This is an optimization exercise on Yosys and OpenROAD, whose aim is small area and a short achievable clock period, not a production implementation. At most, simulation tests tie the RTL to the original design; equivalence was not proved. Only the layout flow was run in run 2; the RTL was not checked for function there. No activity file was given, so power comes from the tool's default toggle rates.

==> flow/design.v, too long to show whole: its modules and the start of the top module <==
// module num_rpad: 10 lines
// module num_sneg: 8 lines
// module num_sabs: 8 lines
// module num_min: 9 lines
// module num_max: 9 lines
// module num_smin: 9 lines
// module num_smax: 9 lines
// module num_ssignbit: 8 lines
// module num_sadd: 17 lines
// module num_smul: 47 lines
// module smul_q31: 814 lines
// module sq_benc: 10 lines
// module sq_bpp: 10 lines
// module sq_fa: 10 lines
// module sq_ha: 9 lines
module smul_q31 (
    input  logic        clk,
    input  logic        reset,
    input  logic        go,
    input  logic [31:0] left,
    input  logic [31:0] right,
    output logic [31:0] out,
    output logic        done
);
  // ...
==> flow/flow/run.sh <==
#!/bin/bash
# The standard synthesis and layout, with two changes to how the layout
# is made:
#  - after synthesis, the Booth selector gates (a22oi) are set to their
#    smallest drive strength (the placement's repair steps resize them again
#    where timing needs it);
#  - the input and output ports are buffered with buf_2 cells rather than
#    the flow's default choice.
set -euo pipefail
bash standard.sh synth > synth.log 2>&1
R=orfs/results/sky130hd/smul_q31/base
cat > downsize.tcl <<TCL
read_db $R/1_synth.odb
set db [ord::get_db]
set m1 [\$db findMaster sky130_fd_sc_hd__a22oi_1]
set n 0
foreach inst [[ord::get_db_block] getInsts] {
  if {[[\$inst getMaster] getName] eq "sky130_fd_sc_hd__a22oi_2"} {
    \$inst swapMaster \$m1
    incr n
  }
}
puts "downsized \$n a22oi_2 to a22oi_1"
write_db $R/1_synth.odb
TCL
openroad -no_init -exit downsize.tcl > downsize.log 2>&1
export BUFFER_PORTS_ARGS="-buffer_cell sky130_fd_sc_hd__buf_2"
bash standard.sh > layout.log 2>&1
==> flow/standard.sh <==
#!/bin/bash
# synth_recipe.tcl (not shown) runs the flow's synth.tcl, then flattens the netlist and writes it again
# the make line also repeats each setting of config.mk as NAME=value (left out here)
make -C /OpenROAD-flow-scripts/flow DESIGN_CONFIG=/design/flow/config.mk WORK_HOME=/design/flow/orfs CLKGATE_MAP_FILE= SYNTH_SCRIPT=/design/flow/synth_recipe.tcl "${@:-finish}"
==> flow/config.mk <==
export PLATFORM = sky130hd
export DESIGN_NAME = smul_q31
export DESIGN_NICKNAME = smul_q31
export VERILOG_FILES = /design/flow/design.v
export SDC_FILE = /design/flow/constraint.sdc
export NUM_CORES = 4
export LEC_CHECK = 0
export CAP_MARGIN = 20
export CORE_MARGIN = 2
export CORE_UTILIZATION = 60
export PLACE_DENSITY = 0.75
export SETUP_SLACK_MARGIN = 2.7
export SLEW_MARGIN = 20
export SYNTH_HIERARCHICAL = 1
export SYNTH_MINIMUM_KEEP_SIZE = 0
==> flow/constraint.sdc <==
create_clock -name core_clock -period 8.0 [get_ports {clk}]
set_input_delay 1.6000 -clock core_clock [delete_from_list [all_inputs] [get_ports {clk}]]
set_output_delay 1.6000 -clock core_clock [all_outputs]
set_load 0.01 [all_outputs]
==> key figures, run 1 <==
Layout
  • Num sequential: 83
  • Multi-input gates: 1332
  • Non-clk buf share: 5.02%
  • Antenna cells: 0
  • Nets: 2019
  • Leading cell kind: multi-input gates
  • Final Non-Filler Cells: 1919
  • Clock buffer count: 11
  • Cell area after layout: between 15000 and 20000 um^2
  • Seq area share: under 10%

STA
  • Hold Vio Cnt, Final: 0
  • Slew headroom: 26.3%
  • Crit share post-route: about two thirds
  • Hold Slack: 537 ps

Critical path
  • Worst setup path class: in -> reg
  • Element type at the critical path end: flip-flop
  • FF-to-FF End: sb[10]$_DFF_P_
  • Worst EP arrival: 5460 ps
  • Critical path depth: 11
  • R2r startpoint: d1$_DFF_P_
  • CP top delay family: adder cells
  • Worst Path Required: 8190 ps

Power
  • Pwr top: combinational logic
  • Internal power: 0.00411 W
  • Flop pwr share: roughly 14%
  • Clock net power: approximately 0.00046 W
  • NetSw: roughly 0.0043 W
  • Seq group: 0.00118 W
  • Switching Share: between 50% and 60%

Synthesis
  • Mapped cell area: around 16000 um^2
  • Ys Warns: 7

Floorplanning
  • Tap Count: 335
  • Core area: between 20000 and 30000 um^2

Worst hold path
  • WHS Path Cells: 1

Placed design
  • Pre-CTS WS: 1760 ps
  • Dpl hpwl: around 38000 um
  • Final RePlAce weighted congestion: around 0.94

Run
  • Max-cap violations: 0

Route
  • Starting DRT DRC Count: 1746
  • Vias: around 14000

Global route
  • First-pass GRT wire length: 81700 um

Clock network
  • CTS buffer count: 9
  • CTS max path bufs: 2
  • # H-tree levels: 3

Outcome
  • Run status: complete, no violations
==> module smul_q31, before the edit <==
module smul_q31 (
    input  logic        clk,
    input  logic        reset,
    input  logic        go,
    input  logic [31:0] left,
    input  logic [31:0] right,
    output logic [31:0] out,
    output logic        done
);
  logic d0, d1;               
  logic [39:0] sa, sb;        
  logic sl;                   
  wire xen = go & ~d1;        
  wire cyc2 = d0 & ~d1;       
  wire hold = ~go | d1;       
  wire keep = hold & ~reset;
  wire add2 = cyc2 & ~reset;  
  wire kboth = add2 | hold;
  assign done = d1;
  wire [16:0] bs = cyc2 ? right[31:15] : {right[15:0], 1'b0};
  wire [31:0] x = left & {32{xen}};
  wire [8:0] qlo = {1'b0, sa[7:0]} + {1'b0, sb[7:0]} + {8'd0, sl};
  wire [47:0] ea, eb;
  assign ea[0] = (add2 & sa[8]);
  assign eb[0] = (add2 & sb[8]);
  assign ea[1] = (add2 & sa[9]);
  assign eb[1] = (add2 & sb[9]);
  assign ea[2] = (add2 & sa[10]);
  assign eb[2] = (add2 & sb[10]);
  assign ea[3] = (add2 & sa[11]);
  assign eb[3] = (add2 & sb[11]);
  assign ea[4] = (add2 & sa[12]);
  assign eb[4] = (add2 & sb[12]);
  assign ea[5] = (add2 & sa[13]);
  assign eb[5] = (add2 & sb[13]);
  assign ea[6] = (add2 & sa[14]);
  assign eb[6] = (add2 & sb[14]);
  assign ea[7] = (add2 & sa[15]);
  assign eb[7] = (add2 & sb[15]);
  assign ea[8] = (add2 & sa[16]) | (keep & sa[0]);
  assign eb[8] = (add2 & sb[16]) | (keep & sb[0]);
  assign ea[9] = (add2 & sa[17]) | (keep & sa[1]);
  assign eb[9] = (add2 & sb[17]) | (keep & sb[1]);
  assign ea[10] = (add2 & sa[18]) | (keep & sa[2]);
  assign eb[10] = (add2 & sb[18]) | (keep & sb[2]);
  assign ea[11] = (add2 & sa[19]) | (keep & sa[3]);
  assign eb[11] = (add2 & sb[19]) | (keep & sb[3]);
  assign ea[12] = (add2 & sa[20]) | (keep & sa[4]);
  assign eb[12] = (add2 & sb[20]) | (keep & sb[4]);
  assign ea[13] = (add2 & sa[21]) | (keep & sa[5]);
  assign eb[13] = (add2 & sb[21]) | (keep & sb[5]);
  assign ea[14] = (add2 & sa[22]) | (keep & sa[6]);
  assign eb[14] = (add2 & sb[22]) | (keep & sb[6]);
  assign ea[15] = (add2 & sa[23]) | (keep & sa[7]);
  assign eb[15] = (add2 & sb[23]) | (keep & sb[7]);
  assign ea[16] = (add2 & sa[24]) | (keep & sa[8]);
  assign eb[16] = (add2 & sb[24]) | (keep & sb[8]);
  assign ea[17] = (add2 & sa[25]) | (keep & sa[9]);
  assign eb[17] = (add2 & sb[25]) | (keep & sb[9]);
  assign ea[18] = (add2 & sa[26]) | (keep & sa[10]);
  assign eb[18] = (add2 & sb[26]) | (keep & sb[10]);
  assign ea[19] = (add2 & sa[27]) | (keep & sa[11]);
  assign eb[19] = (add2 & sb[27]) | (keep & sb[11]);
  assign ea[20] = (add2 & sa[28]) | (keep & sa[12]);
  assign eb[20] = (add2 & sb[28]) | (keep & sb[12]);
  assign ea[21] = (add2 & sa[29]) | (keep & sa[13]);
  assign eb[21] = (add2 & sb[29]) | (keep & sb[13]);
  assign ea[22] = (add2 & sa[30]) | (keep & sa[14]);
  assign eb[22] = (add2 & sb[30]) | (keep & sb[14]);
  assign ea[23] = (add2 & sa[31]) | (keep & sa[15]);
  assign eb[23] = (add2 & sb[31]) | (keep & sb[15]);
  assign ea[24] = (add2 & sa[32]) | (keep & sa[16]);
  assign eb[24] = (add2 & sb[32]) | (keep & sb[16]);
  assign ea[25] = (add2 & sa[33]) | (keep & sa[17]);
  assign eb[25] = (add2 & sb[33]) | (keep & sb[17]);
  assign ea[26] = (add2 & sa[34]) | (keep & sa[18]);
  assign eb[26] = (add2 & sb[34]) | (keep & sb[18]);
  assign ea[27] = (add2 & sa[35]) | (keep & sa[19]);
  assign eb[27] = (add2 & sb[35]) | (keep & sb[19]);
  assign ea[28] = (add2 & sa[36]) | (keep & sa[20]);
  assign eb[28] = (add2 & sb[36]) | (keep & sb[20]);
  assign ea[29] = (add2 & sa[37]) | (keep & sa[21]);
  assign eb[29] = (add2 & sb[37]) | (keep & sb[21]);
  assign ea[30] = (add2 & sa[38]) | (keep & sa[22]);
  assign eb[30] = (add2 & sb[38]) | (keep & sb[22]);
  assign ea[31] = (add2 & sa[39]) | (keep & sa[23]);
  assign eb[31] = (add2 & sb[39]) | (keep & sb[23]);
  assign ea[32] = (keep & sa[24]);
  assign eb[32] = (keep & sb[24]);
  assign ea[33] = (keep & sa[25]);
  assign eb[33] = (keep & sb[25]);
  assign ea[34] = (keep & sa[26]);
  assign eb[34] = (keep & sb[26]);
  assign ea[35] = (keep & sa[27]);
  assign eb[35] = (keep & sb[27]);
  assign ea[36] = (keep & sa[28]);
  assign eb[36] = (keep & sb[28]);
  assign ea[37] = (keep & sa[29]);
  assign eb[37] = (keep & sb[29]);
  assign ea[38] = (keep & sa[30]);
  assign eb[38] = (keep & sb[30]);
  assign ea[39] = (keep & sa[31]);
  assign eb[39] = (keep & sb[31]);
  assign ea[40] = (keep & sa[32]);
  assign eb[40] = (keep & sb[32]);
  assign ea[41] = (keep & sa[33]);
  assign eb[41] = (keep & sb[33]);
  assign ea[42] = (keep & sa[34]);
  assign eb[42] = (keep & sb[34]);
  assign ea[43] = (keep & sa[35]);
  assign eb[43] = (keep & sb[35]);
  assign ea[44] = (keep & sa[36]);
  assign eb[44] = (keep & sb[36]);
  assign ea[45] = (keep & sa[37]);
  assign eb[45] = (keep & sb[37]);
  assign ea[46] = (keep & sa[38]);
  assign eb[46] = (keep & sb[38]);
  assign ea[47] = (keep & sa[39]);
  assign eb[47] = (keep & sb[39]);
  wire ec = add2 & qlo[8];
  wire eh = keep & sl;
  wire [0:0] neg0, one0, two0;
  sq_benc e0 (.b(bs[2:0]), .neg(neg0), .one(one0), .two(two0));
  wire [0:0] neg1, one1, two1;
  sq_benc e1 (.b(bs[4:2]), .neg(neg1), .one(one1), .two(two1));
  wire [0:0] neg2, one2, two2;
  sq_benc e2 (.b(bs[6:4]), .neg(neg2), .one(one2), .two(two2));
  wire [0:0] neg3, one3, two3;
  sq_benc e3 (.b(bs[8:6]), .neg(neg3), .one(one3), .two(two3));
  wire [0:0] neg4, one4, two4;
  sq_benc e4 (.b(bs[10:8]), .neg(neg4), .one(one4), .two(two4));
  wire [0:0] neg5, one5, two5;
  sq_benc e5 (.b(bs[12:10]), .neg(neg5), .one(one5), .two(two5));
  wire [0:0] neg6, one6, two6;
  sq_benc e6 (.b(bs[14:12]), .neg(neg6), .one(one6), .two(two6));
  wire [0:0] neg7, one7, two7;
  sq_benc e7 (.b(bs[16:14]), .neg(neg7), .one(one7), .two(two7));
  wire [32:0] pp0, q0;
  sq_bpp b0[32:0] (.x0({x[31], x}), .x1({x, 1'b0}), .neg({{17{neg0[0]}}, {16{neg0[0]}}}), .one({{17{one0[0]}}, {16{one0[0]}}}), .two({{17{two0[0]}}, {16{two0[0]}}}), .p(q0));
  assign pp0 = {~q0[32], q0[31:0]};
  wire [32:0] pp1, q1;
  sq_bpp b1[32:0] (.x0({x[31], x}), .x1({x, 1'b0}), .neg({{17{neg1[0]}}, {16{neg1[0]}}}), .one({{17{one1[0]}}, {16{one1[0]}}}), .two({{17{two1[0]}}, {16{two1[0]}}}), .p(q1));
  assign pp1 = {~q1[32], q1[31:0]};
  wire [32:0] pp2, q2;
  sq_bpp b2[32:0] (.x0({x[31], x}), .x1({x, 1'b0}), .neg({{17{neg2[0]}}, {16{neg2[0]}}}), .one({{17{one2[0]}}, {16{one2[0]}}}), .two({{17{two2[0]}}, {16{two2[0]}}}), .p(q2));
  assign pp2 = {~q2[32], q2[31:0]};
  wire [32:0] pp3, q3;
  sq_bpp b3[32:0] (.x0({x[31], x}), .x1({x, 1'b0}), .neg({{17{neg3[0]}}, {16{neg3[0]}}}), .one({{17{one3[0]}}, {16{one3[0]}}}), .two({{17{two3[0]}}, {16{two3[0]}}}), .p(q3));
  assign pp3 = {~q3[32], q3[31:0]};
  wire [32:0] pp4, q4;
  sq_bpp b4[32:0] (.x0({x[31], x}), .x1({x, 1'b0}), .neg({{17{neg4[0]}}, {16{neg4[0]}}}), .one({{17{one4[0]}}, {16{one4[0]}}}), .two({{17{two4[0]}}, {16{two4[0]}}}), .p(q4));
  assign pp4 = {~q4[32], q4[31:0]};
  wire [32:0] pp5, q5;
  sq_bpp b5[32:0] (.x0({x[31], x}), .x1({x, 1'b0}), .neg({{17{neg5[0]}}, {16{neg5[0]}}}), .one({{17{one5[0]}}, {16{one5[0]}}}), .two({{17{two5[0]}}, {16{two5[0]}}}), .p(q5));
  assign pp5 = {~q5[32], q5[31:0]};
  wire [32:0] pp6, q6;
  sq_bpp b6[32:0] (.x0({x[31], x}), .x1({x, 1'b0}), .neg({{17{neg6[0]}}, {16{neg6[0]}}}), .one({{17{one6[0]}}, {16{one6[0]}}}), .two({{17{two6[0]}}, {16{two6[0]}}}), .p(q6));
  assign pp6 = {~q6[32], q6[31:0]};
  wire [32:0] pp7, q7;
  sq_bpp b7[32:0] (.x0({x[31], x}), .x1({x, 1'b0}), .neg({{17{neg7[0]}}, {16{neg7[0]}}}), .one({{17{one7[0]}}, {16{one7[0]}}}), .two({{17{two7[0]}}, {16{two7[0]}}}), .p(q7));
  assign pp7 = {~q7[32], q7[31:0]};
  wire s1, c2;
  sq_ha h2 (.a(ea[12]), .b(eb[12]), .s(s1), .co(c2));
  wire s3, c4;
  sq_ha h4 (.a(ea[13]), .b(eb[13]), .s(s3), .co(c4));
  wire s5, c6;
  sq_fa f6 (.a(ea[14]), .b(eb[14]), .c(neg7[0]), .s(s5), .co(c6));
  wire s7, c8;
  sq_ha h8 (.a(pp0[14]), .b(pp1[12]), .s(s7), .co(c8));
  wire s9, c10;
  sq_fa f10 (.a(ea[15]), .b(eb[15]), .c(pp0[15]), .s(s9), .co(c10));
  wire s11, c12;
  sq_ha h12 (.a(pp1[13]), .b(pp2[11]), .s(s11), .co(c12));
  wire s13, c14;
  sq_fa f14 (.a(add2), .b(ea[16]), .c(eb[16]), .s(s13), .co(c14));
  wire s15, c16;
  sq_fa f16 (.a(pp0[16]), .b(pp1[14]), .c(pp2[12]), .s(s15), .co(c16));
  wire s17, c18;
  sq_fa f18 (.a(add2), .b(ea[17]), .c(eb[17]), .s(s17), .co(c18));
  wire s19, c20;
  sq_fa f20 (.a(pp0[17]), .b(pp1[15]), .c(pp2[13]), .s(s19), .co(c20));
  wire s21, c22;
  sq_fa f22 (.a(ea[18]), .b(eb[18]), .c(pp0[18]), .s(s21), .co(c22));
  wire s23, c24;
  sq_ha h24 (.a(pp1[16]), .b(pp2[14]), .s(s23), .co(c24));
  wire s25, c26;
  sq_fa f26 (.a(add2), .b(ea[19]), .c(eb[19]), .s(s25), .co(c26));
  wire s27, c28;
  sq_fa f28 (.a(pp0[19]), .b(pp1[17]), .c(pp2[15]), .s(s27), .co(c28));
  wire s29, c30;
  sq_fa f30 (.a(ea[20]), .b(eb[20]), .c(pp0[20]), .s(s29), .co(c30));
  wire s31, c32;
  sq_ha h32 (.a(pp1[18]), .b(pp2[16]), .s(s31), .co(c32));
  wire s33, c34;
  sq_fa f34 (.a(add2), .b(ea[21]), .c(eb[21]), .s(s33), .co(c34));
  wire s35, c36;
  sq_fa f36 (.a(pp0[21]), .b(pp1[19]), .c(pp2[17]), .s(s35), .co(c36));
  wire s37, c38;
  sq_fa f38 (.a(ea[22]), .b(eb[22]), .c(pp0[22]), .s(s37), .co(c38));
  wire s39, c40;
  sq_ha h40 (.a(pp1[20]), .b(pp2[18]), .s(s39), .co(c40));
  wire s41, c42;
  sq_fa f42 (.a(add2), .b(ea[23]), .c(eb[23]), .s(s41), .co(c42));
  wire s43, c44;
  sq_fa f44 (.a(pp0[23]), .b(pp1[21]), .c(pp2[19]), .s(s43), .co(c44));
  wire s45, c46;
  sq_fa f46 (.a(ea[24]), .b(eb[24]), .c(pp0[24]), .s(s45), .co(c46));
  wire s47, c48;
  sq_ha h48 (.a(pp1[22]), .b(pp2[20]), .s(s47), .co(c48));
  wire s49, c50;
  sq_fa f50 (.a(add2), .b(ea[25]), .c(eb[25]), .s(s49), .co(c50));
  wire s51, c52;
  sq_fa f52 (.a(pp0[25]), .b(pp1[23]), .c(pp2[21]), .s(s51), .co(c52));
  wire s53, c54;
  sq_fa f54 (.a(ea[26]), .b(eb[26]), .c(pp0[26]), .s(s53), .co(c54));
  wire s55, c56;
  sq_ha h56 (.a(pp1[24]), .b(pp2[22]), .s(s55), .co(c56));
  wire s57, c58;
  sq_fa f58 (.a(add2), .b(ea[27]), .c(eb[27]), .s(s57), .co(c58));
  wire s59, c60;
  sq_fa f60 (.a(pp0[27]), .b(pp1[25]), .c(pp2[23]), .s(s59), .co(c60));
  wire s61, c62;
  sq_fa f62 (.a(ea[28]), .b(eb[28]), .c(pp0[28]), .s(s61), .co(c62));
  wire s63, c64;
  sq_ha h64 (.a(pp1[26]), .b(pp2[24]), .s(s63), .co(c64));
  wire s65, c66;
  sq_fa f66 (.a(add2), .b(ea[29]), .c(eb[29]), .s(s65), .co(c66));
  wire s67, c68;
  sq_fa f68 (.a(pp0[29]), .b(pp1[27]), .c(pp2[25]), .s(s67), .co(c68));
  wire s69, c70;
  sq_fa f70 (.a(ea[30]), .b(eb[30]), .c(pp0[30]), .s(s69), .co(c70));
  wire s71, c72;
  sq_ha h72 (.a(pp1[28]), .b(pp2[26]), .s(s71), .co(c72));
  wire s73, c74;
  sq_fa f74 (.a(add2), .b(ea[31]), .c(eb[31]), .s(s73), .co(c74));
  wire s75, c76;
  sq_fa f76 (.a(pp0[31]), .b(pp1[29]), .c(pp2[27]), .s(s75), .co(c76));
  wire s77, c78;
  sq_fa f78 (.a(hold), .b(ea[32]), .c(eb[32]), .s(s77), .co(c78));
  wire s79, c80;
  sq_fa f80 (.a(pp0[32]), .b(pp1[30]), .c(pp2[28]), .s(s79), .co(c80));
  wire s81, c82;
  sq_fa f82 (.a(kboth), .b(ea[33]), .c(eb[33]), .s(s81), .co(c82));
  wire s83, c84;
  sq_ha h84 (.a(pp1[31]), .b(pp2[29]), .s(s83), .co(c84));
  wire s85, c86;
  sq_fa f86 (.a(ea[34]), .b(eb[34]), .c(pp1[32]), .s(s85), .co(c86));
  wire s87, c88;
  sq_ha h88 (.a(kboth), .b(ea[35]), .s(s87), .co(c88));
  wire s89, c90;
  sq_ha h90 (.a(ea[6]), .b(eb[6]), .s(s89), .co(c90));
  wire s91, c92;
  sq_ha h92 (.a(ea[7]), .b(eb[7]), .s(s91), .co(c92));
  wire s93, c94;
  sq_fa f94 (.a(ea[8]), .b(eb[8]), .c(eh), .s(s93), .co(c94));
  wire s95, c96;
  sq_fa f96 (.a(neg4[0]), .b(pp0[8]), .c(pp1[6]), .s(s95), .co(c96));
  wire s97, c98;
  sq_fa f98 (.a(ea[9]), .b(eb[9]), .c(pp0[9]), .s(s97), .co(c98));
  wire s99, c100;
  sq_ha h100 (.a(pp1[7]), .b(pp2[5]), .s(s99), .co(c100));
  wire s101, c102;
  sq_fa f102 (.a(ea[10]), .b(eb[10]), .c(neg5[0]), .s(s101), .co(c102));
  wire s103, c104;
  sq_fa f104 (.a(pp0[10]), .b(pp1[8]), .c(pp2[6]), .s(s103), .co(c104));
  wire s105, c106;
  sq_ha h106 (.a(pp3[4]), .b(pp4[2]), .s(s105), .co(c106));
  wire s107, c108;
  sq_fa f108 (.a(ea[11]), .b(eb[11]), .c(pp0[11]), .s(s107), .co(c108));
  wire s109, c110;
  sq_fa f110 (.a(pp1[9]), .b(pp2[7]), .c(pp3[5]), .s(s109), .co(c110));
  wire s111, c112;
  sq_ha h112 (.a(pp4[3]), .b(pp5[1]), .s(s111), .co(c112));
  wire s113, c114;
  sq_fa f114 (.a(s1), .b(neg6[0]), .c(pp0[12]), .s(s113), .co(c114));
  wire s115, c116;
  sq_fa f116 (.a(pp1[10]), .b(pp2[8]), .c(pp3[6]), .s(s115), .co(c116));
  wire s117, c118;
  sq_fa f118 (.a(pp4[4]), .b(pp5[2]), .c(pp6[0]), .s(s117), .co(c118));
  wire s119, c120;
  sq_fa f120 (.a(c2), .b(s3), .c(pp0[13]), .s(s119), .co(c120));
  wire s121, c122;
  sq_fa f122 (.a(pp1[11]), .b(pp2[9]), .c(pp3[7]), .s(s121), .co(c122));
  wire s123, c124;
  sq_fa f124 (.a(pp4[5]), .b(pp5[3]), .c(pp6[1]), .s(s123), .co(c124));
  wire s125, c126;
  sq_fa f126 (.a(c4), .b(pp2[10]), .c(pp3[8]), .s(s125), .co(c126));
  wire s127, c128;
  sq_fa f128 (.a(pp4[6]), .b(pp5[4]), .c(pp6[2]), .s(s127), .co(c128));
  wire s129, c130;
  sq_fa f130 (.a(pp7[0]), .b(s5), .c(s7), .s(s129), .co(c130));
  wire s131, c132;
  sq_fa f132 (.a(pp3[9]), .b(pp4[7]), .c(pp5[5]), .s(s131), .co(c132));
  wire s133, c134;
  sq_fa f134 (.a(pp6[3]), .b(pp7[1]), .c(c6), .s(s133), .co(c134));
  wire s135, c136;
  sq_fa f136 (.a(c8), .b(s11), .c(s9), .s(s135), .co(c136));
  wire s137, c138;
  sq_fa f138 (.a(s13), .b(pp3[10]), .c(pp4[8]), .s(s137), .co(c138));
  wire s139, c140;
  sq_fa f140 (.a(pp5[6]), .b(pp6[4]), .c(pp7[2]), .s(s139), .co(c140));
  wire s141, c142;
  sq_fa f142 (.a(c12), .b(c10), .c(s15), .s(s141), .co(c142));
  wire s143, c144;
  sq_fa f144 (.a(c14), .b(s17), .c(pp3[11]), .s(s143), .co(c144));
  wire s145, c146;
  sq_fa f146 (.a(pp4[9]), .b(pp5[7]), .c(pp6[5]), .s(s145), .co(c146));
  wire s147, c148;
  sq_fa f148 (.a(pp7[3]), .b(c16), .c(s19), .s(s147), .co(c148));
  wire s149, c150;
  sq_fa f150 (.a(c18), .b(pp3[12]), .c(pp4[10]), .s(s149), .co(c150));
  wire s151, c152;
  sq_fa f152 (.a(pp5[8]), .b(pp6[6]), .c(pp7[4]), .s(s151), .co(c152));
  wire s153, c154;
  sq_fa f154 (.a(s23), .b(c20), .c(s21), .s(s153), .co(c154));
  wire s155, c156;
  sq_fa f156 (.a(s25), .b(pp3[13]), .c(pp4[11]), .s(s155), .co(c156));
  wire s157, c158;
  sq_fa f158 (.a(pp5[9]), .b(pp6[7]), .c(pp7[5]), .s(s157), .co(c158));
  wire s159, c160;
  sq_fa f160 (.a(c24), .b(c22), .c(s27), .s(s159), .co(c160));
  wire s161, c162;
  sq_fa f162 (.a(c26), .b(pp3[14]), .c(pp4[12]), .s(s161), .co(c162));
  wire s163, c164;
  sq_fa f164 (.a(pp5[10]), .b(pp6[8]), .c(pp7[6]), .s(s163), .co(c164));
  wire s165, c166;
  sq_fa f166 (.a(s31), .b(c28), .c(s29), .s(s165), .co(c166));
  wire s167, c168;
  sq_fa f168 (.a(s33), .b(pp3[15]), .c(pp4[13]), .s(s167), .co(c168));
  wire s169, c170;
  sq_fa f170 (.a(pp5[11]), .b(pp6[9]), .c(pp7[7]), .s(s169), .co(c170));
  wire s171, c172;
  sq_fa f172 (.a(c32), .b(c30), .c(s35), .s(s171), .co(c172));
  wire s173, c174;
  sq_fa f174 (.a(c34), .b(pp3[16]), .c(pp4[14]), .s(s173), .co(c174));
  wire s175, c176;
  sq_fa f176 (.a(pp5[12]), .b(pp6[10]), .c(pp7[8]), .s(s175), .co(c176));
  wire s177, c178;
  sq_fa f178 (.a(s39), .b(c36), .c(s37), .s(s177), .co(c178));
  wire s179, c180;
  sq_fa f180 (.a(s41), .b(pp3[17]), .c(pp4[15]), .s(s179), .co(c180));
  wire s181, c182;
  sq_fa f182 (.a(pp5[13]), .b(pp6[11]), .c(pp7[9]), .s(s181), .co(c182));
  wire s183, c184;
  sq_fa f184 (.a(c40), .b(c38), .c(s43), .s(s183), .co(c184));
  wire s185, c186;
  sq_fa f186 (.a(c42), .b(pp3[18]), .c(pp4[16]), .s(s185), .co(c186));
  wire s187, c188;
  sq_fa f188 (.a(pp5[14]), .b(pp6[12]), .c(pp7[10]), .s(s187), .co(c188));
  wire s189, c190;
  sq_fa f190 (.a(s47), .b(c44), .c(s45), .s(s189), .co(c190));
  wire s191, c192;
  sq_fa f192 (.a(s49), .b(pp3[19]), .c(pp4[17]), .s(s191), .co(c192));
  wire s193, c194;
  sq_fa f194 (.a(pp5[15]), .b(pp6[13]), .c(pp7[11]), .s(s193), .co(c194));
  wire s195, c196;
  sq_fa f196 (.a(c48), .b(c46), .c(s51), .s(s195), .co(c196));
  wire s197, c198;
  sq_fa f198 (.a(c50), .b(pp3[20]), .c(pp4[18]), .s(s197), .co(c198));
  wire s199, c200;
  sq_fa f200 (.a(pp5[16]), .b(pp6[14]), .c(pp7[12]), .s(s199), .co(c200));
  wire s201, c202;
  sq_fa f202 (.a(s55), .b(c52), .c(s53), .s(s201), .co(c202));
  wire s203, c204;
  sq_fa f204 (.a(s57), .b(pp3[21]), .c(pp4[19]), .s(s203), .co(c204));
  wire s205, c206;
  sq_fa f206 (.a(pp5[17]), .b(pp6[15]), .c(pp7[13]), .s(s205), .co(c206));
  wire s207, c208;
  sq_fa f208 (.a(c56), .b(c54), .c(s59), .s(s207), .co(c208));
  wire s209, c210;
  sq_fa f210 (.a(c58), .b(pp3[22]), .c(pp4[20]), .s(s209), .co(c210));
  wire s211, c212;
  sq_fa f212 (.a(pp5[18]), .b(pp6[16]), .c(pp7[14]), .s(s211), .co(c212));
  wire s213, c214;
  sq_fa f214 (.a(s63), .b(c60), .c(s61), .s(s213), .co(c214));
  wire s215, c216;
  sq_fa f216 (.a(s65), .b(pp3[23]), .c(pp4[21]), .s(s215), .co(c216));
  wire s217, c218;
  sq_fa f218 (.a(pp5[19]), .b(pp6[17]), .c(pp7[15]), .s(s217), .co(c218));
  wire s219, c220;
  sq_fa f220 (.a(c64), .b(c62), .c(s67), .s(s219), .co(c220));
  wire s221, c222;
  sq_fa f222 (.a(c66), .b(pp3[24]), .c(pp4[22]), .s(s221), .co(c222));
  wire s223, c224;
  sq_fa f224 (.a(pp5[20]), .b(pp6[18]), .c(pp7[16]), .s(s223), .co(c224));
  wire s225, c226;
  sq_fa f226 (.a(s71), .b(c68), .c(s69), .s(s225), .co(c226));
  wire s227, c228;
  sq_fa f228 (.a(s73), .b(pp3[25]), .c(pp4[23]), .s(s227), .co(c228));
  wire s229, c230;
  sq_fa f230 (.a(pp5[21]), .b(pp6[19]), .c(pp7[17]), .s(s229), .co(c230));
  wire s231, c232;
  sq_fa f232 (.a(c72), .b(c70), .c(s75), .s(s231), .co(c232));
  wire s233, c234;
  sq_fa f234 (.a(c74), .b(s77), .c(pp3[26]), .s(s233), .co(c234));
  wire s235, c236;
  sq_fa f236 (.a(pp4[24]), .b(pp5[22]), .c(pp6[20]), .s(s235), .co(c236));
  wire s237, c238;
  sq_fa f238 (.a(pp7[18]), .b(c76), .c(s79), .s(s237), .co(c238));
  wire s239, c240;
  sq_fa f240 (.a(c78), .b(s81), .c(pp3[27]), .s(s239), .co(c240));
  wire s241, c242;
  sq_fa f242 (.a(pp4[25]), .b(pp5[23]), .c(pp6[21]), .s(s241), .co(c242));
  wire s243, c244;
  sq_fa f244 (.a(pp7[19]), .b(s83), .c(c80), .s(s243), .co(c244));
  wire s245, c246;
  sq_fa f246 (.a(c82), .b(pp2[30]), .c(pp3[28]), .s(s245), .co(c246));
  wire s247, c248;
  sq_fa f248 (.a(pp4[26]), .b(pp5[24]), .c(pp6[22]), .s(s247), .co(c248));
  wire s249, c250;
  sq_fa f250 (.a(pp7[20]), .b(c84), .c(s85), .s(s249), .co(c250));
  wire s251, c252;
  sq_fa f252 (.a(eb[35]), .b(s87), .c(pp2[31]), .s(s251), .co(c252));
  wire s253, c254;
  sq_fa f254 (.a(pp3[29]), .b(pp4[27]), .c(pp5[25]), .s(s253), .co(c254));
  wire s255, c256;
  sq_fa f256 (.a(pp6[23]), .b(pp7[21]), .c(c86), .s(s255), .co(c256));
  wire s257, c258;
  sq_fa f258 (.a(ea[36]), .b(eb[36]), .c(c88), .s(s257), .co(c258));
  wire s259, c260;
  sq_fa f260 (.a(pp2[32]), .b(pp3[30]), .c(pp4[28]), .s(s259), .co(c260));
  wire s261, c262;
  sq_fa f262 (.a(pp5[26]), .b(pp6[24]), .c(pp7[22]), .s(s261), .co(c262));
  wire s263, c264;
  sq_fa f264 (.a(kboth), .b(ea[37]), .c(eb[37]), .s(s263), .co(c264));
  wire s265, c266;
  sq_fa f266 (.a(pp3[31]), .b(pp4[29]), .c(pp5[27]), .s(s265), .co(c266));
  wire s267, c268;
  sq_ha h268 (.a(pp6[25]), .b(pp7[23]), .s(s267), .co(c268));
  wire s269, c270;
  sq_fa f270 (.a(ea[38]), .b(eb[38]), .c(pp3[32]), .s(s269), .co(c270));
  wire s271, c272;
  sq_fa f272 (.a(pp4[30]), .b(pp5[28]), .c(pp6[26]), .s(s271), .co(c272));
  wire s273, c274;
  sq_fa f274 (.a(kboth), .b(ea[39]), .c(eb[39]), .s(s273), .co(c274));
  wire s275, c276;
  sq_ha h276 (.a(pp4[31]), .b(pp5[29]), .s(s275), .co(c276));
  wire s277, c278;
  sq_fa f278 (.a(ea[40]), .b(eb[40]), .c(pp4[32]), .s(s277), .co(c278));
  wire s279, c280;
  sq_ha h280 (.a(kboth), .b(ea[41]), .s(s279), .co(c280));
  wire s281, c282;
  sq_ha h282 (.a(ea[0]), .b(eb[0]), .s(s281), .co(c282));
  wire s283, c284;
  sq_ha h284 (.a(ea[2]), .b(eb[2]), .s(s283), .co(c284));
  wire s285, c286;
  sq_ha h286 (.a(ea[3]), .b(eb[3]), .s(s285), .co(c286));
  wire s287, c288;
  sq_fa f288 (.a(ea[4]), .b(eb[4]), .c(neg2[0]), .s(s287), .co(c288));
  wire s289, c290;
  sq_ha h290 (.a(pp0[4]), .b(pp1[2]), .s(s289), .co(c290));
  wire s291, c292;
  sq_fa f292 (.a(ea[5]), .b(eb[5]), .c(pp0[5]), .s(s291), .co(c292));
  wire s293, c294;
  sq_ha h294 (.a(pp1[3]), .b(pp2[1]), .s(s293), .co(c294));
  wire s295, c296;
  sq_fa f296 (.a(s89), .b(neg3[0]), .c(pp0[6]), .s(s295), .co(c296));
  wire s297, c298;
  sq_fa f298 (.a(pp1[4]), .b(pp2[2]), .c(pp3[0]), .s(s297), .co(c298));
  wire s299, c300;
  sq_fa f300 (.a(c90), .b(s91), .c(pp0[7]), .s(s299), .co(c300));
  wire s301, c302;
  sq_fa f302 (.a(pp1[5]), .b(pp2[3]), .c(pp3[1]), .s(s301), .co(c302));
  wire s303, c304;
  sq_fa f304 (.a(c92), .b(s93), .c(pp2[4]), .s(s303), .co(c304));
  wire s305, c306;
  sq_fa f306 (.a(pp3[2]), .b(pp4[0]), .c(s95), .s(s305), .co(c306));
  wire s307, c308;
  sq_fa f308 (.a(c94), .b(pp3[3]), .c(pp4[1]), .s(s307), .co(c308));
  wire s309, c310;
  sq_fa f310 (.a(s99), .b(c96), .c(s97), .s(s309), .co(c310));
  wire s311, c312;
  sq_fa f312 (.a(pp5[0]), .b(s101), .c(c100), .s(s311), .co(c312));
  wire s313, c314;
  sq_fa f314 (.a(s105), .b(c98), .c(s103), .s(s313), .co(c314));
  wire s315, c316;
  sq_fa f316 (.a(c102), .b(c106), .c(s111), .s(s315), .co(c316));
  wire s317, c318;
  sq_fa f318 (.a(c104), .b(s107), .c(s109), .s(s317), .co(c318));
  wire s319, c320;
  sq_fa f320 (.a(c112), .b(c108), .c(c110), .s(s319), .co(c320));
  wire s321, c322;
  sq_fa f322 (.a(s113), .b(s115), .c(s117), .s(s321), .co(c322));
  wire s323, c324;
  sq_fa f324 (.a(c114), .b(c116), .c(c118), .s(s323), .co(c324));
  wire s325, c326;
  sq_fa f326 (.a(s119), .b(s121), .c(s123), .s(s325), .co(c326));
  wire s327, c328;
  sq_fa f328 (.a(c120), .b(c122), .c(c124), .s(s327), .co(c328));
  wire s329, c330;
  sq_fa f330 (.a(s125), .b(s127), .c(s129), .s(s329), .co(c330));
  wire s331, c332;
  sq_fa f332 (.a(c126), .b(c128), .c(s131), .s(s331), .co(c332));
  wire s333, c334;
  sq_fa f334 (.a(s133), .b(c130), .c(s135), .s(s333), .co(c334));
  wire s335, c336;
  sq_fa f336 (.a(c132), .b(s137), .c(s139), .s(s335), .co(c336));
  wire s337, c338;
  sq_fa f338 (.a(c134), .b(c136), .c(s141), .s(s337), .co(c338));
  wire s339, c340;
  sq_fa f340 (.a(c138), .b(c140), .c(s143), .s(s339), .co(c340));
  wire s341, c342;
  sq_fa f342 (.a(s145), .b(c142), .c(s147), .s(s341), .co(c342));
  wire s343, c344;
  sq_fa f344 (.a(c144), .b(c146), .c(s149), .s(s343), .co(c344));
  wire s345, c346;
  sq_fa f346 (.a(s151), .b(c148), .c(s153), .s(s345), .co(c346));
  wire s347, c348;
  sq_fa f348 (.a(c150), .b(c152), .c(s155), .s(s347), .co(c348));
  wire s349, c350;
  sq_fa f350 (.a(s157), .b(c154), .c(s159), .s(s349), .co(c350));
  wire s351, c352;
  sq_fa f352 (.a(c156), .b(c158), .c(s161), .s(s351), .co(c352));
  wire s353, c354;
  sq_fa f354 (.a(s163), .b(c160), .c(s165), .s(s353), .co(c354));
  wire s355, c356;
  sq_fa f356 (.a(c162), .b(c164), .c(s167), .s(s355), .co(c356));
  wire s357, c358;
  sq_fa f358 (.a(s169), .b(c166), .c(s171), .s(s357), .co(c358));
  wire s359, c360;
  sq_fa f360 (.a(c168), .b(c170), .c(s173), .s(s359), .co(c360));
  wire s361, c362;
  sq_fa f362 (.a(s175), .b(c172), .c(s177), .s(s361), .co(c362));
  wire s363, c364;
  sq_fa f364 (.a(c174), .b(c176), .c(s179), .s(s363), .co(c364));
  wire s365, c366;
  sq_fa f366 (.a(s181), .b(c178), .c(s183), .s(s365), .co(c366));
  wire s367, c368;
  sq_fa f368 (.a(c180), .b(c182), .c(s185), .s(s367), .co(c368));
  wire s369, c370;
  sq_fa f370 (.a(s187), .b(c184), .c(s189), .s(s369), .co(c370));
  wire s371, c372;
  sq_fa f372 (.a(c186), .b(c188), .c(s191), .s(s371), .co(c372));
  wire s373, c374;
  sq_fa f374 (.a(s193), .b(c190), .c(s195), .s(s373), .co(c374));
  wire s375, c376;
  sq_fa f376 (.a(c192), .b(c194), .c(s197), .s(s375), .co(c376));
  wire s377, c378;
  sq_fa f378 (.a(s199), .b(c196), .c(s201), .s(s377), .co(c378));
  wire s379, c380;
  sq_fa f380 (.a(c198), .b(c200), .c(s203), .s(s379), .co(c380));
  wire s381, c382;
  sq_fa f382 (.a(s205), .b(c202), .c(s207), .s(s381), .co(c382));
  wire s383, c384;
  sq_fa f384 (.a(c204), .b(c206), .c(s209), .s(s383), .co(c384));
  wire s385, c386;
  sq_fa f386 (.a(s211), .b(c208), .c(s213), .s(s385), .co(c386));
  wire s387, c388;
  sq_fa f388 (.a(c210), .b(c212), .c(s215), .s(s387), .co(c388));
  wire s389, c390;
  sq_fa f390 (.a(s217), .b(c214), .c(s219), .s(s389), .co(c390));
  wire s391, c392;
  sq_fa f392 (.a(c216), .b(c218), .c(s221), .s(s391), .co(c392));
  wire s393, c394;
  sq_fa f394 (.a(s223), .b(c220), .c(s225), .s(s393), .co(c394));
  wire s395, c396;
  sq_fa f396 (.a(c222), .b(c224), .c(s227), .s(s395), .co(c396));
  wire s397, c398;
  sq_fa f398 (.a(s229), .b(c226), .c(s231), .s(s397), .co(c398));
  wire s399, c400;
  sq_fa f400 (.a(c228), .b(c230), .c(s233), .s(s399), .co(c400));
  wire s401, c402;
  sq_fa f402 (.a(s235), .b(c232), .c(s237), .s(s401), .co(c402));
  wire s403, c404;
  sq_fa f404 (.a(c234), .b(c236), .c(s239), .s(s403), .co(c404));
  wire s405, c406;
  sq_fa f406 (.a(s241), .b(c238), .c(s243), .s(s405), .co(c406));
  wire s407, c408;
  sq_fa f408 (.a(c240), .b(c242), .c(s245), .s(s407), .co(c408));
  wire s409, c410;
  sq_fa f410 (.a(s247), .b(c244), .c(s249), .s(s409), .co(c410));
  wire s411, c412;
  sq_fa f412 (.a(c246), .b(c248), .c(s251), .s(s411), .co(c412));
  wire s413, c414;
  sq_fa f414 (.a(s253), .b(c250), .c(s255), .s(s413), .co(c414));
  wire s415, c416;
  sq_fa f416 (.a(s257), .b(c252), .c(c254), .s(s415), .co(c416));
  wire s417, c418;
  sq_fa f418 (.a(s259), .b(s261), .c(c256), .s(s417), .co(c418));
  wire s419, c420;
  sq_fa f420 (.a(s263), .b(c258), .c(s267), .s(s419), .co(c420));
  wire s421, c422;
  sq_fa f422 (.a(c260), .b(c262), .c(s265), .s(s421), .co(c422));
  wire s423, c424;
  sq_fa f424 (.a(c264), .b(pp7[24]), .c(c268), .s(s423), .co(c424));
  wire s425, c426;
  sq_fa f426 (.a(c266), .b(s269), .c(s271), .s(s425), .co(c426));
  wire s427, c428;
  sq_fa f428 (.a(s273), .b(pp6[27]), .c(pp7[25]), .s(s427), .co(c428));
  wire s429, c430;
  sq_fa f430 (.a(s275), .b(c270), .c(c272), .s(s429), .co(c430));
  wire s431, c432;
  sq_fa f432 (.a(c274), .b(pp5[30]), .c(pp6[28]), .s(s431), .co(c432));
  wire s433, c434;
  sq_fa f434 (.a(pp7[26]), .b(c276), .c(s277), .s(s433), .co(c434));
  wire s435, c436;
  sq_fa f436 (.a(eb[41]), .b(s279), .c(pp5[31]), .s(s435), .co(c436));
  wire s437, c438;
  sq_fa f438 (.a(pp6[29]), .b(pp7[27]), .c(c278), .s(s437), .co(c438));
  wire s439, c440;
  sq_fa f440 (.a(ea[42]), .b(eb[42]), .c(c280), .s(s439), .co(c440));
  wire s441, c442;
  sq_fa f442 (.a(pp5[32]), .b(pp6[30]), .c(pp7[28]), .s(s441), .co(c442));
  wire s443, c444;
  sq_fa f444 (.a(kboth), .b(ea[43]), .c(eb[43]), .s(s443), .co(c444));
  wire s445, c446;
  sq_ha h446 (.a(pp6[31]), .b(pp7[29]), .s(s445), .co(c446));
  wire s447, c448;
  sq_fa f448 (.a(ea[44]), .b(eb[44]), .c(pp6[32]), .s(s447), .co(c448));
  wire s449, c450;
  sq_ha h450 (.a(kboth), .b(ea[45]), .s(s449), .co(c450));
  wire s451, c452;
  sq_ha h452 (.a(ec), .b(s281), .s(s451), .co(c452));
  wire s453, c454;
  sq_fa f454 (.a(ea[1]), .b(eb[1]), .c(c282), .s(s453), .co(c454));
  wire s455, c456;
  sq_fa f456 (.a(s283), .b(neg1[0]), .c(pp0[2]), .s(s455), .co(c456));
  wire s457, c458;
  sq_fa f458 (.a(c284), .b(s285), .c(pp0[3]), .s(s457), .co(c458));
  wire s459, c460;
  sq_fa f460 (.a(c286), .b(pp2[0]), .c(s287), .s(s459), .co(c460));
  wire s461, c462;
  sq_fa f462 (.a(c288), .b(c290), .c(s293), .s(s461), .co(c462));
  wire s463, c464;
  sq_fa f464 (.a(c294), .b(c292), .c(s295), .s(s463), .co(c464));
  wire s465, c466;
  sq_fa f466 (.a(c296), .b(c298), .c(s299), .s(s465), .co(c466));
  wire s467, c468;
  sq_fa f468 (.a(c300), .b(c302), .c(s303), .s(s467), .co(c468));
  wire s469, c470;
  sq_fa f470 (.a(c304), .b(s307), .c(c306), .s(s469), .co(c470));
  wire s471, c472;
  sq_fa f472 (.a(c308), .b(s311), .c(c310), .s(s471), .co(c472));
  wire s473, c474;
  sq_fa f474 (.a(c312), .b(s315), .c(c314), .s(s473), .co(c474));
  wire s475, c476;
  sq_fa f476 (.a(c316), .b(c318), .c(s319), .s(s475), .co(c476));
  wire s477, c478;
  sq_fa f478 (.a(c320), .b(c322), .c(s323), .s(s477), .co(c478));
  wire s479, c480;
  sq_fa f480 (.a(c324), .b(c326), .c(s327), .s(s479), .co(c480));
  wire s481, c482;
  sq_fa f482 (.a(c328), .b(s331), .c(c330), .s(s481), .co(c482));
  wire s483, c484;
  sq_fa f484 (.a(c332), .b(s335), .c(c334), .s(s483), .co(c484));
  wire s485, c486;
  sq_fa f486 (.a(c336), .b(s339), .c(c338), .s(s485), .co(c486));
  wire s487, c488;
  sq_fa f488 (.a(c340), .b(s343), .c(c342), .s(s487), .co(c488));
  wire s489, c490;
  sq_fa f490 (.a(c344), .b(s347), .c(c346), .s(s489), .co(c490));
  wire s491, c492;
  sq_fa f492 (.a(c348), .b(s351), .c(c350), .s(s491), .co(c492));
  wire s493, c494;
  sq_fa f494 (.a(c352), .b(s355), .c(c354), .s(s493), .co(c494));
  wire s495, c496;
  sq_fa f496 (.a(c356), .b(s359), .c(c358), .s(s495), .co(c496));
  wire s497, c498;
  sq_fa f498 (.a(c360), .b(s363), .c(c362), .s(s497), .co(c498));
  wire s499, c500;
  sq_fa f500 (.a(c364), .b(s367), .c(c366), .s(s499), .co(c500));
  wire s501, c502;
  sq_fa f502 (.a(c368), .b(s371), .c(c370), .s(s501), .co(c502));
  wire s503, c504;
  sq_fa f504 (.a(c372), .b(s375), .c(c374), .s(s503), .co(c504));
  wire s505, c506;
  sq_fa f506 (.a(c376), .b(s379), .c(c378), .s(s505), .co(c506));
  wire s507, c508;
  sq_fa f508 (.a(c380), .b(s383), .c(c382), .s(s507), .co(c508));
  wire s509, c510;
  sq_fa f510 (.a(c384), .b(s387), .c(c386), .s(s509), .co(c510));
  wire s511, c512;
  sq_fa f512 (.a(c388), .b(s391), .c(c390), .s(s511), .co(c512));
  wire s513, c514;
  sq_fa f514 (.a(c392), .b(s395), .c(c394), .s(s513), .co(c514));
  wire s515, c516;
  sq_fa f516 (.a(c396), .b(s399), .c(c398), .s(s515), .co(c516));
  wire s517, c518;
  sq_fa f518 (.a(c400), .b(s403), .c(c402), .s(s517), .co(c518));
  wire s519, c520;
  sq_fa f520 (.a(c404), .b(s407), .c(c406), .s(s519), .co(c520));
  wire s521, c522;
  sq_fa f522 (.a(c408), .b(s411), .c(c410), .s(s521), .co(c522));
  wire s523, c524;
  sq_fa f524 (.a(c412), .b(s415), .c(c414), .s(s523), .co(c524));
  wire s525, c526;
  sq_fa f526 (.a(s419), .b(c416), .c(s421), .s(s525), .co(c526));
  wire s527, c528;
  sq_fa f528 (.a(c420), .b(s423), .c(c422), .s(s527), .co(c528));
  wire s529, c530;
  sq_fa f530 (.a(s427), .b(c424), .c(c426), .s(s529), .co(c530));
  wire s531, c532;
  sq_fa f532 (.a(c428), .b(s431), .c(c430), .s(s531), .co(c532));
  wire s533, c534;
  sq_fa f534 (.a(c432), .b(s435), .c(c434), .s(s533), .co(c534));
  wire s535, c536;
  sq_fa f536 (.a(s439), .b(c436), .c(s441), .s(s535), .co(c536));
  wire s537, c538;
  sq_fa f538 (.a(s443), .b(c440), .c(s445), .s(s537), .co(c538));
  wire s539, c540;
  sq_fa f540 (.a(c444), .b(pp7[30]), .c(c446), .s(s539), .co(c540));
  wire s541, c542;
  sq_fa f542 (.a(eb[45]), .b(s449), .c(pp7[31]), .s(s541), .co(c542));
  wire s543, c544;
  sq_fa f544 (.a(ea[46]), .b(eb[46]), .c(c450), .s(s543), .co(c544));
  wire s545, c546;
  sq_ha h546 (.a(neg0[0]), .b(s451), .s(s545), .co(c546));
  wire s547, c548;
  sq_fa f548 (.a(c452), .b(s453), .c(pp0[1]), .s(s547), .co(c548));
  wire s549, c550;
  sq_fa f550 (.a(c454), .b(pp1[0]), .c(s455), .s(s549), .co(c550));
  wire s551, c552;
  sq_fa f552 (.a(pp1[1]), .b(c456), .c(s457), .s(s551), .co(c552));
  wire s553, c554;
  sq_fa f554 (.a(s289), .b(c458), .c(s459), .s(s553), .co(c554));
  wire s555, c556;
  sq_fa f556 (.a(s291), .b(c460), .c(s461), .s(s555), .co(c556));
  wire s557, c558;
  sq_fa f558 (.a(s297), .b(c462), .c(s463), .s(s557), .co(c558));
  wire s559, c560;
  sq_fa f560 (.a(s301), .b(c464), .c(s465), .s(s559), .co(c560));
  wire s561, c562;
  sq_fa f562 (.a(c466), .b(s305), .c(s467), .s(s561), .co(c562));
  wire s563, c564;
  sq_fa f564 (.a(c468), .b(s309), .c(s469), .s(s563), .co(c564));
  wire s565, c566;
  sq_fa f566 (.a(s313), .b(c470), .c(s471), .s(s565), .co(c566));
  wire s567, c568;
  sq_fa f568 (.a(s317), .b(c472), .c(s473), .s(s567), .co(c568));
  wire s569, c570;
  sq_fa f570 (.a(s321), .b(c474), .c(s475), .s(s569), .co(c570));
  wire s571, c572;
  sq_fa f572 (.a(s325), .b(c476), .c(s477), .s(s571), .co(c572));
  wire s573, c574;
  sq_fa f574 (.a(s329), .b(c478), .c(s479), .s(s573), .co(c574));
  wire s575, c576;
  sq_fa f576 (.a(c480), .b(s333), .c(s481), .s(s575), .co(c576));
  wire s577, c578;
  sq_fa f578 (.a(s337), .b(c482), .c(s483), .s(s577), .co(c578));
  wire s579, c580;
  sq_fa f580 (.a(s341), .b(c484), .c(s485), .s(s579), .co(c580));
  wire s581, c582;
  sq_fa f582 (.a(s345), .b(c486), .c(s487), .s(s581), .co(c582));
  wire s583, c584;
  sq_fa f584 (.a(s349), .b(c488), .c(s489), .s(s583), .co(c584));
  wire s585, c586;
  sq_fa f586 (.a(s353), .b(c490), .c(s491), .s(s585), .co(c586));
  wire s587, c588;
  sq_fa f588 (.a(s357), .b(c492), .c(s493), .s(s587), .co(c588));
  wire s589, c590;
  sq_fa f590 (.a(s361), .b(c494), .c(s495), .s(s589), .co(c590));
  wire s591, c592;
  sq_fa f592 (.a(s365), .b(c496), .c(s497), .s(s591), .co(c592));
  wire s593, c594;
  sq_fa f594 (.a(s369), .b(c498), .c(s499), .s(s593), .co(c594));
  wire s595, c596;
  sq_fa f596 (.a(s373), .b(c500), .c(s501), .s(s595), .co(c596));
  wire s597, c598;
  sq_fa f598 (.a(s377), .b(c502), .c(s503), .s(s597), .co(c598));
  wire s599, c600;
  sq_fa f600 (.a(s381), .b(c504), .c(s505), .s(s599), .co(c600));
  wire s601, c602;
  sq_fa f602 (.a(s385), .b(c506), .c(s507), .s(s601), .co(c602));
  wire s603, c604;
  sq_fa f604 (.a(s389), .b(c508), .c(s509), .s(s603), .co(c604));
  wire s605, c606;
  sq_fa f606 (.a(s393), .b(c510), .c(s511), .s(s605), .co(c606));
  wire s607, c608;
  sq_fa f608 (.a(s397), .b(c512), .c(s513), .s(s607), .co(c608));
  wire s609, c610;
  sq_fa f610 (.a(s401), .b(c514), .c(s515), .s(s609), .co(c610));
  wire s611, c612;
  sq_fa f612 (.a(s405), .b(c516), .c(s517), .s(s611), .co(c612));
  wire s613, c614;
  sq_fa f614 (.a(s409), .b(s519), .c(c518), .s(s613), .co(c614));
  wire s615, c616;
  sq_fa f616 (.a(s413), .b(c520), .c(s521), .s(s615), .co(c616));
  wire s617, c618;
  sq_fa f618 (.a(s417), .b(s523), .c(c522), .s(s617), .co(c618));
  wire s619, c620;
  sq_fa f620 (.a(c418), .b(s525), .c(c524), .s(s619), .co(c620));
  wire s621, c622;
  sq_fa f622 (.a(s425), .b(c526), .c(s527), .s(s621), .co(c622));
  wire s623, c624;
  sq_fa f624 (.a(s429), .b(c528), .c(s529), .s(s623), .co(c624));
  wire s625, c626;
  sq_fa f626 (.a(s433), .b(c530), .c(s531), .s(s625), .co(c626));
  wire s627, c628;
  sq_fa f628 (.a(s437), .b(c532), .c(s533), .s(s627), .co(c628));
  wire s629, c630;
  sq_fa f630 (.a(c438), .b(s535), .c(c534), .s(s629), .co(c630));
  wire s631, c632;
  sq_fa f632 (.a(c442), .b(s537), .c(c536), .s(s631), .co(c632));
  wire s633, c634;
  sq_fa f634 (.a(s447), .b(c538), .c(s539), .s(s633), .co(c634));
  wire s635, c636;
  sq_fa f636 (.a(c448), .b(s541), .c(c540), .s(s635), .co(c636));
  wire s637, c638;
  sq_fa f638 (.a(s543), .b(pp7[32]), .c(c542), .s(s637), .co(c638));
  wire s639, c640;
  sq_fa f640 (.a(ea[47]), .b(eb[47]), .c(c544), .s(s639), .co(c640));
  wire [47:0] v1 = {s639, s637, c634, s633, s631, s629, c626, s625, c622, s621, c618, c616, c614, c612, c610, c608, c606, c604, c602, c600, c598, c596, c594, c592, c590, c588, c586, c584, c582, c580, c578, c576, c574, c572, c570, c568, c566, c564, c562, c560, c558, c556, c554, c552, c550, c548, c546, pp0[0]};
  wire [47:0] v2 = {c638, c636, s635, c632, c630, c628, s627, c624, s623, c620, s619, s617, s615, s613, s611, s609, s607, s605, s603, s601, s599, s597, s595, s593, s591, s589, s587, s585, s583, s581, s579, s577, s575, s573, s571, s569, s567, s565, s563, s561, s559, s557, s555, s553, s551, s549, s547, s545};
  wire [8:0] vlo = {1'b0, v1[7:0]} + {1'b0, v2[7:0]};
  always_ff @(posedge clk) begin
    d0 <= go;
    d1 <= go & d0;
    sa <= v1[47:8];
    sb <= v2[47:8];
    sl <= vlo[8];
  end
  wire [38:0] res = sa[38:0] + sb[38:0] + {38'd0, sl};
  assign out = res[38:7];
endmodule
==> run 2, diff against run 1 <==
--- a/flow/design.v
+++ b/flow/design.v
@@ -143,6 +143,7 @@
     output logic        done
 );
   logic d0, d1;               
+  logic hi;                   
   logic [39:0] sa, sb;        
   logic sl;                   
   wire xen = go & ~d1;        
@@ -152,7 +153,7 @@
   wire add2 = cyc2 & ~reset;  
   wire kboth = add2 | hold;
   assign done = d1;
-  wire [16:0] bs = cyc2 ? right[31:15] : {right[15:0], 1'b0};
+  wire [16:0] bs = hi ? right[31:15] : {right[15:0], 1'b0};
   wire [31:0] x = left & {32{xen}};
   wire [8:0] qlo = {1'b0, sa[7:0]} + {1'b0, sb[7:0]} + {8'd0, sl};
   wire [47:0] ea, eb;
@@ -939,6 +940,7 @@
   wire [8:0] vlo = {1'b0, v1[7:0]} + {1'b0, v2[7:0]};
   always_ff @(posedge clk) begin
     d0 <= go;
+    hi <= go & ~d0;
     d1 <= go & d0;
     sa <= v1[47:8];
     sb <= v2[47:8];
--- a/flow/config.mk
+++ b/flow/config.mk
@@ -9,7 +9,7 @@
 export CORE_MARGIN = 2
 export CORE_UTILIZATION = 60
 export PLACE_DENSITY = 0.75
-export SETUP_SLACK_MARGIN = 2.7
+export SETUP_SLACK_MARGIN = 2.8
 export SLEW_MARGIN = 20
 export SYNTH_HIERARCHICAL = 1
 export SYNTH_MINIMUM_KEEP_SIZE = 0
==> key figures, run 2 <==
Outcome
  • Run status: complete, no violations (unchanged)

STA
  • Fmax: 0.193 GHz (was 0.190 GHz)
  • Setup TNS: 0 ps (unchanged)
  • Crit share post-route: 64.8% (was 65.9%)
  • Minimum clock period: 5180 ps (was 5270 ps)
  • Final count of negative-setup-slack endpoints: 0 (unchanged)
  • Slew headroom: 31.7% (was 26.3%)
  • Setup WS post-layout: 2820 ps (was 2730 ps)
  • Pins over their slew limit: 0 (unchanged)
  • Final setup skew: 13.1 ps (was 15.5 ps)
  • RSZ-0062 raised after global routing: false (unchanged)
  • Hold Vio Cnt, Final: 0 (unchanged)
  • Tightest Pin Transition: 1020 ps (was 1100 ps)

Floorplanning
  • Initial core utilization: 61.2% (was 60.9%)
  • Ports: 100 (unchanged)
  • Area of the die: 28000 um^2 (was 27700 um^2)
  • Die Ht: 167 um (was 166 um)
  • Placement Rows: 59 (unchanged)
  • Die X: 167 um (was 166 um)
  • Core area: 26100 um^2 (was 26000 um^2)

Global route
  • Met2 Usage GRT: 59.9% (was 58.4%)
  • Met1 GRT Util: 51.5% (was 50.2%)
  • First-pass GRT wire length: 84200 um (was 81700 um)
  • All-layer global routing usage: 40.0% (was 38.6%)
  • Busiest grt layer: met2 (unchanged)
  • Number of global-route vias before repair: 14100 (was 14200)
  • Initial antenna violation count: 3 (unchanged)
  • Grt ovf: 0 (unchanged)
  • Largest net degree at the start of global routing: 38 (was 82)
  • Met3 Use GR: 15.8% (was 13.5%)

Clock network
  • Worst skew pair latency: 360 ps (was 370 ps)
  • Clock root cell: clkbuf_16 (unchanged)
  • CTS tree: yes (unchanged)
  • # H-tree levels: 3 (unchanged)
  • CTS clk-pin slew, worst paths: 70 ps (about the same)
  • CTS buffer count: 9 (unchanged)
  • CTS max path bufs: 2 (unchanged)
  • Hold-fix buffers, CTS: 0 (unchanged)
  • Clock sink total: 84 (was 83)

Layout
  • Biggest regs: sa x40, sb x40 (unchanged)
  • Nets: 2062 (was 2019)
  • P&R area growth vs syn: 13.4% (was 11.6%)
  • Commonest non-fill, non-tap cell in the layout: fa_1 (unchanged)
  • Most frequent cells in the layout: 280 x fa_1, 275 x xnor2_1, 264 x a22oi_1 (was 285 x fa_1, 280 x xnor2_1, 264 x a22oi_1)
  • Final Non-Filler Cells: 1965 (was 1919)
  • Layout cells sized above 1: 17.0% (was 15.3%)

Route
  • Final WL: 56400 um (was 53300 um)
  • Post-route DRC: 0 (unchanged)
  • Vias: 13900 (was 13500)
  • Antenna-violating nets left: 0 (unchanged)
  • Starting DRT DRC Count: 1927 (was 1746)
  • DRT Pass-1 Iters: 19 (was 8)
  • Routed vias/inst: 7.08 (was 7.06)
  • Mean routed wirelength per cell: 28.7 um (was 27.8 um)

Run
  • Max-cap violations: 0 (unchanged)

Power
  • Leak: 7.08 nW (was 6.83 nW)
  • PD cells: 462 nW/um^2 (was 477 nW/um^2)
  • NetSw: 0.00429 W (was 0.00431 W)
  • Tot Pwr: 0.00838 W (was 0.00842 W)
  • Internal power: 0.00409 W (was 0.00411 W)
  • Clock share of power: 5.0% (was 5.4%)
  • Worst VDD drop: 0.203 mV (was 0.427 mV)
  • Flop pwr share: 14.4% (was 14.0%)
  • Gate power share: 80.6% (was 80.5%)
  • Switching Share: 51.2% (about the same)

Critical path
  • Worst Path Required: 8230 ps (was 8190 ps)
  • Worst setup path class: in -> reg (unchanged)
  • Element type at the critical path end: flip-flop (unchanged)
  • Worst EP arrival: 5410 ps (was 5460 ps)
  • Crit Path Max Fanout: 13 (was 81)
  • Crit path from: right[27] (was go)
  • R2r startpoint: hi$_DFF_P_ (was d1$_DFF_P_)
  • Startpoint types: input pin (unchanged)

Synthesis
  • Mapped cell area: 16000 um^2 (was 15800 um^2)
  • Ys Warns: 7 (unchanged)
  • Post-Syn Area per Cell: 10.9 um^2 (about the same)
  • Synth Instances: 1472 (was 1452)

Placed design
  • Pre-CTS WS: 1980 ps (was 1760 ps)
  • Dpl hpwl: 37400 um (was 37500 um)
  • Placed cell count: 1907 (was 1887)
  • Final RePlAce weighted congestion: 1.00 (was 0.942)
  • PortBufs: 99 (unchanged)

Worst hold path
  • Class of the worst hold path: reg -> reg (unchanged)
  • Hold_sp: d0$_DFF_P_ (unchanged)
[run 2: final timing paths]
check | end | slack, ps | cells after the start
max | sb[8]$_DFF_P_ | 2820 | 10
min | hi$_DFF_P_ | 550 | 1
max reg2reg | sb[8]$_DFF_P_ | 3170 | 9
min reg2reg | hi$_DFF_P_ | 550 | 1
[run 2: timing repair]
item,CTS,global route
cloned,8,1
pin swaps,4,6
setup endpoints to repair,59,45
gates resized for setup,32,37
setup buffers,10,20
[run 2: layout make-up]
| cell class | instances | area (um^2) |
|---|---|---|
| fillers | 2032 | 8010 |
| clock buffers | 13 | 270 |
| clock inverters | 3 | 18.8 |
| repair buffers | 154 | 1050 |
| multi-input cells | 1359 | 14600 |
| flip-flops and latches | 84 | 1680 |
| well taps | 335 | 419 |
| diodes | 3 | 7.51 |
| inverters | 14 | 52.6 |
[run 2: critical path, cell delays in order]
cell	delay [ps]
buf_2	90
mux2_2	370
ha_4	250
nor2b_4	610
buf_4	360
xnor2_1	130
fa_1	540
fa_1	480
fa_1	530
fa_1	420
[run 2: stage by stage]
stage	utilization, %	hold WS (ps)	instance area [um^2]
after floorplan	-	407	16200
after global placement	65.8	508	17200
after detailed placement	65.8	491	17200
after CTS	67.9	527	17800
after global routing	69.3	564	18100
final	69.4	549	18100
[run 2: power by group through the flow]
stage                     clock, W  sequential (W)  combinational [W]
after floorplan                  0        0.000902            0.00477
after CTS                 0.000423         0.00115            0.00659
after detailed placement         0         0.00116            0.00650
final                     0.000423         0.00121            0.00675
after global routing      0.000443         0.00119            0.00755
after global placement           0         0.00116            0.00618
[run 2: layer usage]
layer | vias to the layer above | part of all wire, %
met3 | 277 | 15
met4 | 2 | 6.2
li1 | 5680 | -
met2 | 1093 | 43
met1 | 6856 | 35
met5 | - | 0.019

re-timing with driven ports:
How much do the figures lean on ideal ports? The routed layouts below were timed once more, with nothing changed but the port constraints.
Step 1 sets driving cells, clkbuf_16 on the clock port and buf_2 on the other inputs (assumed; they add their load-dependent delay and slew).
Step 2 adds t to the input delays and takes it off the output delays; t is the mean of the earliest and latest rising clock arrival at the registers after step 1. Input paths then give back, and output paths get back, about the clock's delay inside the block.
Three values: no drivers, after step 1, after step 2; two values: the first two.
| run | shift t [ns] | setup slack, ns | clock arrival spread, ns | worst data-port slew with drivers (ns) |
|---|---|---|---|---|
| run 1 | 0.403 | 2.732 / 2.759 / 2.355 | 0.015 / 0.015 | 0.04 |
| run 2 | 0.394 | 2.816 / 2.838 / 2.444 | 0.013 / 0.014 | 0.04 |
After both steps setup and hold are still met in every run listed. For run 1, which loses most, drivers alone change the setup slack by +0.027 ns; drivers and shift together by -0.377 ns.
